Source: an optimization exercise on an open RTL-to-GDS flow (aim: small area). Production flows keep margins and buffers that such runs may drop.
In this exercise RTL edits were held to simulation tests only and were not proved equivalent to the original.
The flow treats the clock pin as an ideal source, which a real chip does not have.
Power and IR drop assume default switching activity.

==> zinc: inputs <==
## color_find
module color_find #(
    parameter DISPLAY_W = 640,
    parameter DISPLAY_H = 480
) (
    input clk,
    input reset,
    input [9:0] x_pixel,
    input [9:0] y_pixel,
    input [3:0] R,
    input [3:0] G,
    input [3:0] B,
    output logic [1:0] USER
);
clock: 160.0 ns
lec_check: 0
abc_area: 1
cap_margin: 20
core_margin: 2
core_utilization: 70
slew_margin: 20
synth_hierarchical: 1
synth_minimum_keep_size: 0
buffer_ports_args: -buffer_cell sky130_fd_sc_hd__buf_1
cts_args: -sink_clustering_enable -repair_clock_nets -dont_use_dummy_load -buf_list sky130_fd_sc_hd__clkbuf_8 -root_buf sky130_fd_sc_hd__clkbuf_8
pre_cts_tcl: /design/flow/flow/pre_cts.tcl
standard.sh (not shown) runs the stock make flow with config.mk's settings and CLKGATE_MAP_FILE= SYNTH_SCRIPT=/design/flow/synth_recipe.tcl, a recipe that flattens the netlist after the stock synthesis.
==> flow/flow/run.sh <==
#!/bin/bash
# Standard ORFS layout with two changes:
#  - synthesis maps with flow/abc_area.script (area-oriented ABC mapping, no
#    ABC buffering/upsizing); everything else in synthesis is the standard flow's own
#    standard synthesis (synth_recipe.tcl), so registers are unchanged;
#  - no full-adder extraction, buf_1 port buffers and a smaller clock
#    tree (flow/extra.mk).
set -euo pipefail
rm -rf scripts_mod
cp -r "$FLOW_HOME/scripts" scripts_mod
cp flow/abc_area.script scripts_mod/abc_area.script
cat flow/extra.mk >> config.mk
if [[ -f flow/pre_cts.tcl ]]; then echo "export PRE_CTS_TCL = $PWD/flow/pre_cts.tcl" >> config.mk; fi
export SCRIPTS_DIR="$PWD/scripts_mod"
bash standard.sh > standard.log 2>&1
==> flow/flow/extra.mk <==
# no full-adder extraction: ABC maps all logic
export ADDER_MAP_FILE =
# small buffers on the ports (the standard flow picks clkdlybuf4s50_1)
export BUFFER_PORTS_ARGS = -buffer_cell sky130_fd_sc_hd__buf_1
# smaller clock tree, no dummy loads
export CTS_ARGS = -sink_clustering_enable -repair_clock_nets -dont_use_dummy_load -buf_list sky130_fd_sc_hd__clkbuf_8 -root_buf sky130_fd_sc_hd__clkbuf_8
==> flow/flow/pre_cts.tcl <==
# Clock buffers placed by hand: the flip-flops are split by x into
# 3 groups of equal size; each group gets one sky130_fd_sc_hd__clkbuf_8 at its middle,
# driven by the clock port.
set ffs {}
foreach inst [[ord::get_db_block] getInsts] {
  if { [[$inst getMaster] isSequential] } {
    set loc [$inst getLocation]
    lappend ffs [list [lindex $loc 0] [lindex $loc 1] $inst]
  }
}
set ffs [lsort -integer -index 0 $ffs]
set n [llength $ffs]
set k 3
set dbu [[ord::get_db_tech] getDbUnitsPerMicron]
for { set g 0 } { $g < $k } { incr g } {
  set lo [expr { $g * $n / $k }]
  set hi [expr { ($g + 1) * $n / $k }]
  set xs 0; set ys 0; set pins {}
  for { set i $lo } { $i < $hi } { incr i } {
    set e [lindex $ffs $i]
    set xs [expr { $xs + [lindex $e 0] }]
    set ys [expr { $ys + [lindex $e 1] }]
    set inst [lindex $e 2]
    foreach it [$inst getITerms] {
      if { [[$it getMTerm] getSigType] == "CLOCK" || [[$it getMTerm] getName] == "CLK" } {
        lappend pins [get_pins [$inst getName]/[[$it getMTerm] getName]]
      }
    }
  }
  set m [expr { $hi - $lo }]
  set x [expr { $xs / $m / double($dbu) }]
  set y [expr { $ys / $m / double($dbu) }]
  puts "pre_cts: group $g: $m flip-flops, [llength $pins] clock pins, buffer at $x $y"
  insert_buffer -buffer_cell sky130_fd_sc_hd__clkbuf_8 -net clk -load_pins $pins -buffer_name clkbuf_g$g -location [list $x $y]
}
Other scripts of this flow, unchanged in this note and not shown: flow/flow/abc_area.script
==> violet (differences from zinc) <==
==> flow/flow/extra.mk (replaced) <==
# no full-adder extraction: ABC maps all logic
export ADDER_MAP_FILE =
# small buffers on the ports (the standard flow picks clkdlybuf4s50_1)
export BUFFER_PORTS_ARGS = -buffer_cell sky130_fd_sc_hd__buf_1
# smaller clock tree, no dummy loads
export CTS_ARGS = -sink_clustering_enable -repair_clock_nets -dont_use_dummy_load -buf_list sky130_fd_sc_hd__clkbuf_4 -root_buf sky130_fd_sc_hd__clkbuf_4
==> flow/flow/pre_cts.tcl (replaced) <==
# Clock buffers placed by hand: the flip-flops are split into 4 groups of
# equal size (halves by x, then each half into halves by y); each group
# gets one sky130_fd_sc_hd__clkbuf_4 at its middle, driven by the clock port.
set ffs {}
foreach inst [[ord::get_db_block] getInsts] {
  if { [[$inst getMaster] isSequential] } {
    set loc [$inst getLocation]
    lappend ffs [list [lindex $loc 0] [lindex $loc 1] $inst]
  }
}
set ffs [lsort -integer -index 0 $ffs]
set n [llength $ffs]
set h [expr { $n / 2 }]
set groups [list]
foreach half [list [lrange $ffs 0 [expr { $h - 1 }]] [lrange $ffs $h end]] {
  set half [lsort -integer -index 1 $half]
  set m [llength $half]
  set q [expr { $m / 2 }]
  lappend groups [lrange $half 0 [expr { $q - 1 }]] [lrange $half $q end]
}
set dbu [[ord::get_db_tech] getDbUnitsPerMicron]
set g 0
foreach grp $groups {
  set xs 0; set ys 0; set pins {}
  foreach e $grp {
    set xs [expr { $xs + [lindex $e 0] }]
    set ys [expr { $ys + [lindex $e 1] }]
    set inst [lindex $e 2]
    foreach it [$inst getITerms] {
      if { [[$it getMTerm] getSigType] == "CLOCK" || [[$it getMTerm] getName] == "CLK" } {
        lappend pins [get_pins [$inst getName]/[[$it getMTerm] getName]]
      }
    }
  }
  set m [llength $grp]
  set x [expr { $xs / $m / double($dbu) }]
  set y [expr { $ys / $m / double($dbu) }]
  puts "pre_cts: group $g: $m flip-flops, [llength $pins] clock pins, buffer at $x $y"
  insert_buffer -buffer_cell sky130_fd_sc_hd__clkbuf_4 -net clk -load_pins $pins -buffer_name clkbuf_g$g -location [list $x $y]
  incr g
}
- CTS_ARGS: -sink_clustering_enable -repair_clock_nets -dont_use_dummy_load -buf_list sky130_fd_sc_hd__clkbuf_8 -root_buf sky130_fd_sc_hd__clkbuf_8 -> -sink_clustering_enable -repair_clock_nets -dont_use_dummy_load -buf_list sky130_fd_sc_hd__clkbuf_4 -root_buf sky130_fd_sc_hd__clkbuf_4
==> notes.md <==
| metric | zinc | violet |
|---|---|---|
| Result of the run | no timing/DRC/antenna violations | no timing/DRC/antenna violations |
| Share of the final layout cell area in multi-input gates | 55.0% | 55.2% |
| Met1 wire length | 2.33 mm | 2.37 mm |
| Clock network power share | 11.9% | 10.7% |
| First drt pass iteration count | 5 | 4 |
| Worst vdd ir | 0.0000118 V | 0.00000814 V |
| Final critical-path share of the clock period | 26.0% | 25.9% |
| Min cycle time layout | 41.55 ns | 41.52 ns |
| Number of filler cells placed in the layout | 315 | 319 |
| Power drawn by the sequential cells | 0.0210 mW | 0.0209 mW |
| Number of global-route vias before repair | 2393 | 2387 |
| Drt initial violations | 175 | 168 |
| Mean routed wirelength per cell | 10.3 um | 10.4 um |
| Met3 Use GR | 1.39% | 1.22% |
| Max Clock Skew | 0.00475 ns | 0.00741 ns |
| Avg Vias per Cell | 5.50 | 5.42 |
| Normalized max-slew margin | 43.9% | 44.9% |
| Design Power | 0.0379 mW | 0.0374 mW |
| GRT Overall Usage | 25.5% | 25.6% |
| Area added between synthesis and finish | 8.95% | 8.51% |
| Switch Pwr | 0.0132 mW | 0.0132 mW |
| Hold path startpoint | cnt_r[8]$_DFF_P_ | cnt_b[14]$_DFF_P_ |
| Met3 Routed Length | 217 um | 206 um |
| Delay of the slowest cell on the worst path | 0.45 ns | 0.44 ns |
| Clock Latency Late Sink | 0.15 ns | 0.17 ns |


==> inputs of job 3438 <==
Another version of the RTL of color_find (not shown whole).
Settings: LEC_CHECK=0, ABC_AREA=1, CAP_MARGIN=20, CORE_MARGIN=2, CORE_UTILIZATION=40, SLEW_MARGIN=20, SYNTH_HIERARCHICAL=1, SYNTH_MINIMUM_KEEP_SIZE=0, BUFFER_PORTS_ARGS=-buffer_cell sky130_fd_sc_hd__buf_1, CTS_ARGS=-repair_clock_nets -dont_use_dummy_load -buf_list sky130_fd_sc_hd__clkbuf_8 -root_buf sky130_fd_sc_hd__clkbuf_8; clock period 160.0 ns.
==> flow/flow/run.sh <==
#!/bin/bash
# Standard ORFS layout with two changes:
#  - synthesis maps with flow/abc_area.script (area-oriented ABC mapping, no
#    ABC buffering/upsizing); everything else in synthesis is the standard flow's own
#    standard synthesis (synth_recipe.tcl), so registers are unchanged;
#  - no full-adder extraction, buf_1 port buffers and a smaller clock
#    tree (flow/extra.mk).
set -euo pipefail
rm -rf scripts_mod
cp -r "$FLOW_HOME/scripts" scripts_mod
cp flow/abc_area.script scripts_mod/abc_area.script
cat flow/extra.mk >> config.mk
export SCRIPTS_DIR="$PWD/scripts_mod"
bash standard.sh > standard.log 2>&1
==> flow/flow/abc_area.script <==
strash
dch
amap
topo
==> flow/flow/extra.mk <==
# no full-adder extraction: ABC maps all logic
export ADDER_MAP_FILE =
# small buffers on the ports (the standard flow picks clkdlybuf4s50_1)
export BUFFER_PORTS_ARGS = -buffer_cell sky130_fd_sc_hd__buf_1
# smaller clock tree, no dummy loads
export CTS_ARGS = -repair_clock_nets -dont_use_dummy_load -buf_list sky130_fd_sc_hd__clkbuf_8 -root_buf sky130_fd_sc_hd__clkbuf_8
==> job 3169: changes against job 3438 <==
--- a/flow/flow/extra.mk
+++ b/flow/flow/extra.mk
@@ -5,2 +5,2 @@
 # smaller clock tree, no dummy loads
-export CTS_ARGS = -repair_clock_nets -dont_use_dummy_load -buf_list sky130_fd_sc_hd__clkbuf_8 -root_buf sky130_fd_sc_hd__clkbuf_8
+export CTS_ARGS = -sink_clustering_enable -repair_clock_nets -dont_use_dummy_load -buf_list sky130_fd_sc_hd__clkbuf_8 -root_buf sky130_fd_sc_hd__clkbuf_8
- CAP_MARGIN: 20 -> 0
- CTS_ARGS: -repair_clock_nets -dont_use_dummy_load -buf_list sky130_fd_sc_hd__clkbuf_8 -root_buf sky130_fd_sc_hd__clkbuf_8 -> -sink_clustering_enable -repair_clock_nets -dont_use_dummy_load -buf_list sky130_fd_sc_hd__clkbuf_8 -root_buf sky130_fd_sc_hd__clkbuf_8
- SLEW_MARGIN: 20 -> 0
==> summary of the runs <==
Sequential power is about the same in job 3169 and job 3438. First-iteration DRC count is the same in job 3438 and job 3169. Via count is the same in job 3438 and job 3169. Cell area is the same in job 3438 and job 3169. In routed wire length, job 3438 and job 3169 do not differ. In area after synthesis, job 3438 and job 3169 do not differ. In clock skew, job 3438 and job 3169 do not differ. Worst hold slack is the same in job 3438 and job 3169. In combinational power, job 3438 and job 3169 hardly differ. In register-to-register slack, job 3169 and job 3438 hardly differ.

==> re-timing with driven ports <==
In the flow no input, the clock included, has a driving cell. The finished layouts below were timed again as built, in two steps.
Step 1 sets driving cells, clkbuf_16 on the clock port and buf_2 on the other inputs (assumed; they add their load-dependent delay and slew).
Step 2 also shifts input and output timing later by t, the mid clock arrival at the registers, as if the neighbouring blocks saw the same clock.
Slacks: no drivers / after step 1 / after step 2; pairs: no drivers / after step 1.
| run | t, ns | slack for setup (ns) | worst setup path at the end | latest minus earliest clock arrival (ns) |
|---|---|---|---|---|
| zinc | 0.192 | 118.449 / 118.470 / 118.279 | input to register | 0.005 / 0.005 |
| violet | 0.214 | 118.481 / 118.504 / 118.290 | input to register | 0.008 / 0.007 |
| job 3438 | 0.307 | 121.573 / 121.580 / 121.273 | input to register | 0.025 / 0.025 |
| job 3169 | 0.307 | 121.573 / 121.580 / 121.273 | input to register | 0.025 / 0.025 |
After both steps every run listed still meets setup and hold.
